This design comes from an exercise in tuning for small area and a short achievable clock period on the open sky130 flow, not from production work.
The clock input has no modelled driver; a real chip could not lean on it and would need a root buffer or a full tree.
No activity file was given, so power comes from the tool's default toggle rates.

== old ==
==> flow/design.v <==
module memory_unit(
    input CLK, RESET,  
    input [3:0] ADDR,  
    input [7:0] DATA_IN,  
    input READ, WRITE,  
    input [7:0] SEARCH_KEY,  
    output reg [7:0] DATA_OUT,  
    output reg [7:0] SEARCH_RESULT  
);
reg [7:0] dasd_memory [0:15];  
reg [7:0] cam_key [0:7];       
wire we = !RESET && !READ && WRITE;
always @(posedge CLK) begin
    if (we) begin
        dasd_memory[ADDR] <= DATA_IN;
        if (!ADDR[3])
            cam_key[ADDR[2:0]] <= SEARCH_KEY;
    end
end
wire nrd;
g_inv u_nrd (.a(READ), .y(nrd));
wire [7:0] nlo, nhi, m, mr;
genvar g, b;
generate
    for (g = 0; g < 8; g = g + 1) begin : cmp
        wire [7:0] eq;
        for (b = 0; b < 8; b = b + 1) begin : bit_eq
            g_xnor2 u_eq (.a(cam_key[g][b]), .b(SEARCH_KEY[b]), .y(eq[b]));
        end
        g_nand4 u_lo (.a(eq[0]), .b(eq[1]), .c(eq[2]), .d(eq[3]), .y(nlo[g]));
        g_nand4 u_hi (.a(eq[4]), .b(eq[5]), .c(eq[6]), .d(eq[7]), .y(nhi[g]));
        g_nor2 u_m (.a(nlo[g]), .b(nhi[g]), .y(m[g]));
        g_nor3 u_mr (.a(nlo[g]), .b(nhi[g]), .c(nrd), .y(mr[g]));
    end
endgenerate
wire [7:0] nh, ssel;
wire z47, n23, n13;
g_or2  u_nh6 (.a(nlo[7]), .b(nhi[7]), .y(nh[6]));
g_nor2 u_nh5 (.a(m[6]), .b(m[7]), .y(nh[5]));
g_nor3 u_nh4 (.a(m[5]), .b(m[6]), .c(m[7]), .y(nh[4]));
g_nor4 u_z47 (.a(m[4]), .b(m[5]), .c(m[6]), .d(m[7]), .y(z47));
assign nh[3] = z47;
g_or2  u_n3  (.a(nlo[3]), .b(nhi[3]), .y(n13));
g_and2 u_nh2 (.a(z47), .b(n13), .y(nh[2]));
g_nor2 u_n23 (.a(m[2]), .b(m[3]), .y(n23));
g_and2 u_nh1 (.a(z47), .b(n23), .y(nh[1]));
wire n123;
g_nor3 u_n123 (.a(m[1]), .b(m[2]), .c(m[3]), .y(n123));
g_and2 u_nh0 (.a(z47), .b(n123), .y(nh[0]));
assign nh[7] = 1'b1;
assign ssel[7] = mr[7];
generate
    for (g = 0; g < 7; g = g + 1) begin : sel
        g_and2 u_s (.a(mr[g]), .b(nh[g]), .y(ssel[g]));
    end
endgenerate
wire [15:0] rsel;
mu_dec u_dec (.a(ADDR), .rd(READ), .sel(rsel));
wire [7:0] dout_d, sres_d;
generate
    for (b = 0; b < 8; b = b + 1) begin : bits
        wire [15:0] v;
        for (g = 0; g < 16; g = g + 1) begin : w
            assign v[g] = dasd_memory[g][b];
        end
        wire s0, s1, s2;
        g_a222oi u_s0 (.a1(ssel[0]), .a2(v[0]), .b1(ssel[1]), .b2(v[1]), .c1(ssel[2]), .c2(v[2]), .y(s0));
        g_a222oi u_s1 (.a1(ssel[3]), .a2(v[3]), .b1(ssel[4]), .b2(v[4]), .c1(ssel[5]), .c2(v[5]), .y(s1));
        g_a222oi u_s2 (.a1(ssel[6]), .a2(v[6]), .b1(ssel[7]), .b2(v[7]), .c1(nrd), .c2(SEARCH_RESULT[b]), .y(s2));
        g_nand3 u_sy (.a(s0), .b(s1), .c(s2), .y(sres_d[b]));
        wire d0, d1, d2, d3, d4, d5, e0, e1;
        g_a222oi u_d0 (.a1(rsel[0]), .a2(v[0]), .b1(rsel[1]), .b2(v[1]), .c1(rsel[2]), .c2(v[2]), .y(d0));
        g_a222oi u_d1 (.a1(rsel[3]), .a2(v[3]), .b1(rsel[4]), .b2(v[4]), .c1(rsel[5]), .c2(v[5]), .y(d1));
        g_a222oi u_d2 (.a1(rsel[6]), .a2(v[6]), .b1(rsel[7]), .b2(v[7]), .c1(rsel[8]), .c2(v[8]), .y(d2));
        g_a222oi u_d3 (.a1(rsel[9]), .a2(v[9]), .b1(rsel[10]), .b2(v[10]), .c1(rsel[11]), .c2(v[11]), .y(d3));
        g_a222oi u_d4 (.a1(rsel[12]), .a2(v[12]), .b1(rsel[13]), .b2(v[13]), .c1(rsel[14]), .c2(v[14]), .y(d4));
        g_a22oi  u_d5 (.a1(rsel[15]), .a2(v[15]), .b1(nrd), .b2(DATA_OUT[b]), .y(d5));
        g_nand3 u_e0 (.a(d0), .b(d1), .c(d2), .y(e0));
        g_nand3 u_e1 (.a(d3), .b(d4), .c(d5), .y(e1));
        g_or2 u_dy (.a(e0), .b(e1), .y(dout_d[b]));
    end
endgenerate
always @(posedge CLK or posedge RESET) begin
    if (RESET) begin
        DATA_OUT <= 8'd0;
        SEARCH_RESULT <= 8'd0;
    end else begin
        DATA_OUT <= dout_d;
        SEARCH_RESULT <= sres_d;
    end
end
endmodule
module mu_dec(input [3:0] a, input rd, output [15:0] sel);
    genvar i;
    generate
        for (i = 0; i < 16; i = i + 1) begin : d
            assign sel[i] = rd & (a == i);
        end
    endgenerate
endmodule
module g_inv(input a, output y);
    assign y = ~a;
endmodule
module g_xnor2(input a, input b, output y);
    assign y = ~(a ^ b);
endmodule
module g_nand3(input a, input b, input c, output y);
    assign y = ~(a & b & c);
endmodule
module g_nand4(input a, input b, input c, input d, output y);
    assign y = ~(a & b & c & d);
endmodule
module g_nor2(input a, input b, output y);
    assign y = ~(a | b);
endmodule
module g_nor3(input a, input b, input c, output y);
    assign y = ~(a | b | c);
endmodule
module g_nor4(input a, input b, input c, input d, output y);
    assign y = ~(a | b | c | d);
endmodule
module g_or2(input a, input b, output y);
    assign y = a | b;
endmodule
module g_and2(input a, input b, output y);
    assign y = a & b;
endmodule
module g_a22oi(input a1, input a2, input b1, input b2, output y);
    assign y = ~(a1 & a2 | b1 & b2);
endmodule
module g_a222oi(input a1, input a2, input b1, input b2, input c1, input c2, output y);
    assign y = ~(a1 & a2 | b1 & b2 | c1 & c2);
endmodule
clock: 4.0 ns
lec_check: 0
cap_margin: 20
core_margin: 2
core_utilization: 40
setup_slack_margin: 2.2
slew_margin: 20
synth_hierarchical: 1
standard.sh (not shown) runs the stock make flow with config.mk's settings and CLKGATE_MAP_FILE= SYNTH_SCRIPT=/design/flow/synth_recipe.tcl, a recipe that flattens the netlist after the stock synthesis.
==> flow/flow/run.sh <==
#!/bin/bash
# Own layout flow: the standard synthesis, then the standard ORFS steps with
# extra make variables (flow/make_args.txt, one NAME=VALUE per line; @FLOW@ is
# replaced by this folder's absolute path, for hook scripts).
set -uo pipefail
here=$(cd "$(dirname "$0")" && pwd)
mapfile -t args < <(grep -v '^\s*#' "$here/make_args.txt" | grep -v '^\s*$' | sed "s#@FLOW@#$here#g")
printf '%s\n' "${args[@]}" > make_args_used.log
bash standard.sh synth > synth.log 2>&1 || exit 1
bash standard.sh "${args[@]}" finish > layout.log 2>&1
Other scripts of this flow, unchanged in this note and not shown: flow/flow/make_args.txt, flow/flow/post_cts.tcl, flow/flow/pre_cts.tcl
Here is what was changed in the inputs of new compared with old.
==> flow/design.v, changed modules only <==
module memory_unit(
    input CLK, RESET,  
    input [3:0] ADDR,  
    input [7:0] DATA_IN,  
    input READ, WRITE,  
    input [7:0] SEARCH_KEY,  
    output reg [7:0] DATA_OUT,  
    output reg [7:0] SEARCH_RESULT  
);
reg [7:0] dasd_memory [0:15];  
reg [7:0] cam_key [0:7];       
wire we = !RESET && !READ && WRITE;
always @(posedge CLK) begin
    if (we) begin
        dasd_memory[ADDR] <= DATA_IN;
        if (!ADDR[3])
            cam_key[ADDR[2:0]] <= SEARCH_KEY;
    end
end
wire nrd;
g_inv u_nrd (.a(READ), .y(nrd));
wire [7:0] nlo, nhi, m, mr;
genvar g, b;
generate
    for (g = 0; g < 8; g = g + 1) begin : cmp
        wire [7:0] eq;
        for (b = 0; b < 8; b = b + 1) begin : bit_eq
            g_xnor2 u_eq (.a(cam_key[g][b]), .b(SEARCH_KEY[b]), .y(eq[b]));
        end
        g_nand4 u_lo (.a(eq[0]), .b(eq[1]), .c(eq[2]), .d(eq[3]), .y(nlo[g]));
        g_nand4 u_hi (.a(eq[4]), .b(eq[5]), .c(eq[6]), .d(eq[7]), .y(nhi[g]));
        g_nor2 u_m (.a(nlo[g]), .b(nhi[g]), .y(m[g]));
        g_nor3 u_mr (.a(nlo[g]), .b(nhi[g]), .c(nrd), .y(mr[g]));
    end
endgenerate
wire [7:0] ssel;
wire nm7, nm6, nh4, z47, n13, n23, n123;
g_or2  u_nm7  (.a(nlo[7]), .b(nhi[7]), .y(nm7));
g_nor4 u_z47  (.a(m[4]), .b(m[5]), .c(m[6]), .d(m[7]), .y(z47));
g_or2  u_n13  (.a(nlo[3]), .b(nhi[3]), .y(n13));
g_nor2 u_n23  (.a(m[2]), .b(m[3]), .y(n23));
g_nor3 u_n123 (.a(m[1]), .b(m[2]), .c(m[3]), .y(n123));
assign ssel[7] = mr[7];
g_and2 u_s6 (.a(mr[6]), .b(nm7), .y(ssel[6]));
g_and3 u_s5b (.a(mr[5]), .b(nm7), .c(nm6), .y(ssel[5]));
g_or2  u_nm6  (.a(nlo[6]), .b(nhi[6]), .y(nm6));
g_nor3 u_nh4 (.a(m[5]), .b(m[6]), .c(m[7]), .y(nh4));
g_and2 u_s4  (.a(mr[4]), .b(nh4), .y(ssel[4]));
g_and2 u_s3 (.a(mr[3]), .b(z47), .y(ssel[3]));
g_and3 u_s2 (.a(mr[2]), .b(z47), .c(n13), .y(ssel[2]));
g_and3 u_s1 (.a(mr[1]), .b(z47), .c(n23), .y(ssel[1]));
g_and3 u_s0 (.a(mr[0]), .b(z47), .c(n123), .y(ssel[0]));
wire [15:0] rsel;
mu_dec u_dec (.a(ADDR), .rd(READ), .sel(rsel));
wire [7:0] dout_d, sres_d;
generate
    for (b = 0; b < 8; b = b + 1) begin : bits
        wire [15:0] v;
        for (g = 0; g < 16; g = g + 1) begin : w
            assign v[g] = dasd_memory[g][b];
        end
        wire s0, s1, s2, s3, sh, sx;
        g_a22oi u_s0 (.a1(ssel[0]), .a2(v[0]), .b1(ssel[1]), .b2(v[1]), .y(s0));
        g_a22oi u_s1 (.a1(ssel[2]), .a2(v[2]), .b1(ssel[3]), .b2(v[3]), .y(s1));
        g_a22oi u_s2 (.a1(ssel[4]), .a2(v[4]), .b1(ssel[5]), .b2(v[5]), .y(s2));
        g_a22oi u_s3 (.a1(ssel[6]), .a2(v[6]), .b1(ssel[7]), .b2(v[7]), .y(s3));
        g_nand2 u_sh (.a(nrd), .b(SEARCH_RESULT[b]), .y(sh));
        g_and2 u_sx (.a(s3), .b(sh), .y(sx));
        g_nand4 u_sy (.a(s0), .b(s1), .c(s2), .d(sx), .y(sres_d[b]));
        wire d0, d1, d2, d3, d4, d5, e0, e1;
        g_a222oi u_d0 (.a1(rsel[0]), .a2(v[0]), .b1(rsel[1]), .b2(v[1]), .c1(rsel[2]), .c2(v[2]), .y(d0));
        g_a222oi u_d1 (.a1(rsel[3]), .a2(v[3]), .b1(rsel[4]), .b2(v[4]), .c1(rsel[5]), .c2(v[5]), .y(d1));
        g_a222oi u_d2 (.a1(rsel[6]), .a2(v[6]), .b1(rsel[7]), .b2(v[7]), .c1(rsel[8]), .c2(v[8]), .y(d2));
        g_a222oi u_d3 (.a1(rsel[9]), .a2(v[9]), .b1(rsel[10]), .b2(v[10]), .c1(rsel[11]), .c2(v[11]), .y(d3));
        g_a222oi u_d4 (.a1(rsel[12]), .a2(v[12]), .b1(rsel[13]), .b2(v[13]), .c1(rsel[14]), .c2(v[14]), .y(d4));
        g_a22oi  u_d5 (.a1(rsel[15]), .a2(v[15]), .b1(nrd), .b2(DATA_OUT[b]), .y(d5));
        g_nand3 u_e0 (.a(d0), .b(d1), .c(d2), .y(e0));
        g_nand3 u_e1 (.a(d3), .b(d4), .c(d5), .y(e1));
        g_or2 u_dy (.a(e0), .b(e1), .y(dout_d[b]));
    end
endgenerate
always @(posedge CLK or posedge RESET) begin
    if (RESET) begin
        DATA_OUT <= 8'd0;
        SEARCH_RESULT <= 8'd0;
    end else begin
        DATA_OUT <= dout_d;
        SEARCH_RESULT <= sres_d;
    end
end
endmodule
module g_nand2(input a, input b, output y);
    assign y = ~(a & b);
endmodule
module g_and3(input a, input b, input c, output y);
    assign y = a & b & c;
endmodule
## What came out
- new vs. old: top achievable clock speed has increased; final weighted congestion of routability-driven global placement saw an increase; global-route met1 utilization saw an increase.
- Number of nets in the synthesized netlist (new over old): increase, about 4%
- Between old and new, overall die height increased.
- Re post-synthesis area per instance: new and old aren't equal, and the lower value belongs to new.
- old → new: cell count after synthesis increased by 4.3% relative to the old numbers, power now larger.
- Summary of new over old: post-layout utilization of the core decreased by 0.30 points relative to the old numbers; total wire length after detailed routing decreased by 1.9% relative to the old numbers; starting density of the core decreased by 0.29 points relative to the old numbers.
- Re first-pass GRT wire length: new and old aren't equal, and the lower value belongs to old.
- In the flow results for new and old, the relative contribution of the clock network to total power is larger on new.
- Looking at design area, new sits 320 µm² above old.
No run of this note included a check of the RTL's function; only the layout flow was run.

==> afterwards: timing with drivers on the ports <==
No port has a modelled driver above. Below, the same layouts with a new extraction and two added sets of constraints.
Step 1 sets driving cells, clkbuf_16 on the clock port and buf_2 on the other inputs (assumed; they add their load-dependent delay and slew).
Step 2 moves the port delays by t, midway between the first and last clock arrival at a register: inputs arrive t later, outputs are due t later. That takes back most of the time a late clock gives input paths.
a / b / c = ideal ports / drivers / drivers and shift; a / b = the first two.
run	t, ns	setup slack, ns	worst hold slack (ns)
old	0.426	1.720 / 1.656 / 1.229	0.521 / 0.521 / 0.521
new	0.436	1.965 / 1.933 / 1.497	0.483 / 0.483 / 0.483
After both steps every run listed still meets setup and hold. For old, which loses most, drivers alone change the setup slack by -0.064 ns; drivers and shift together by -0.491 ns.
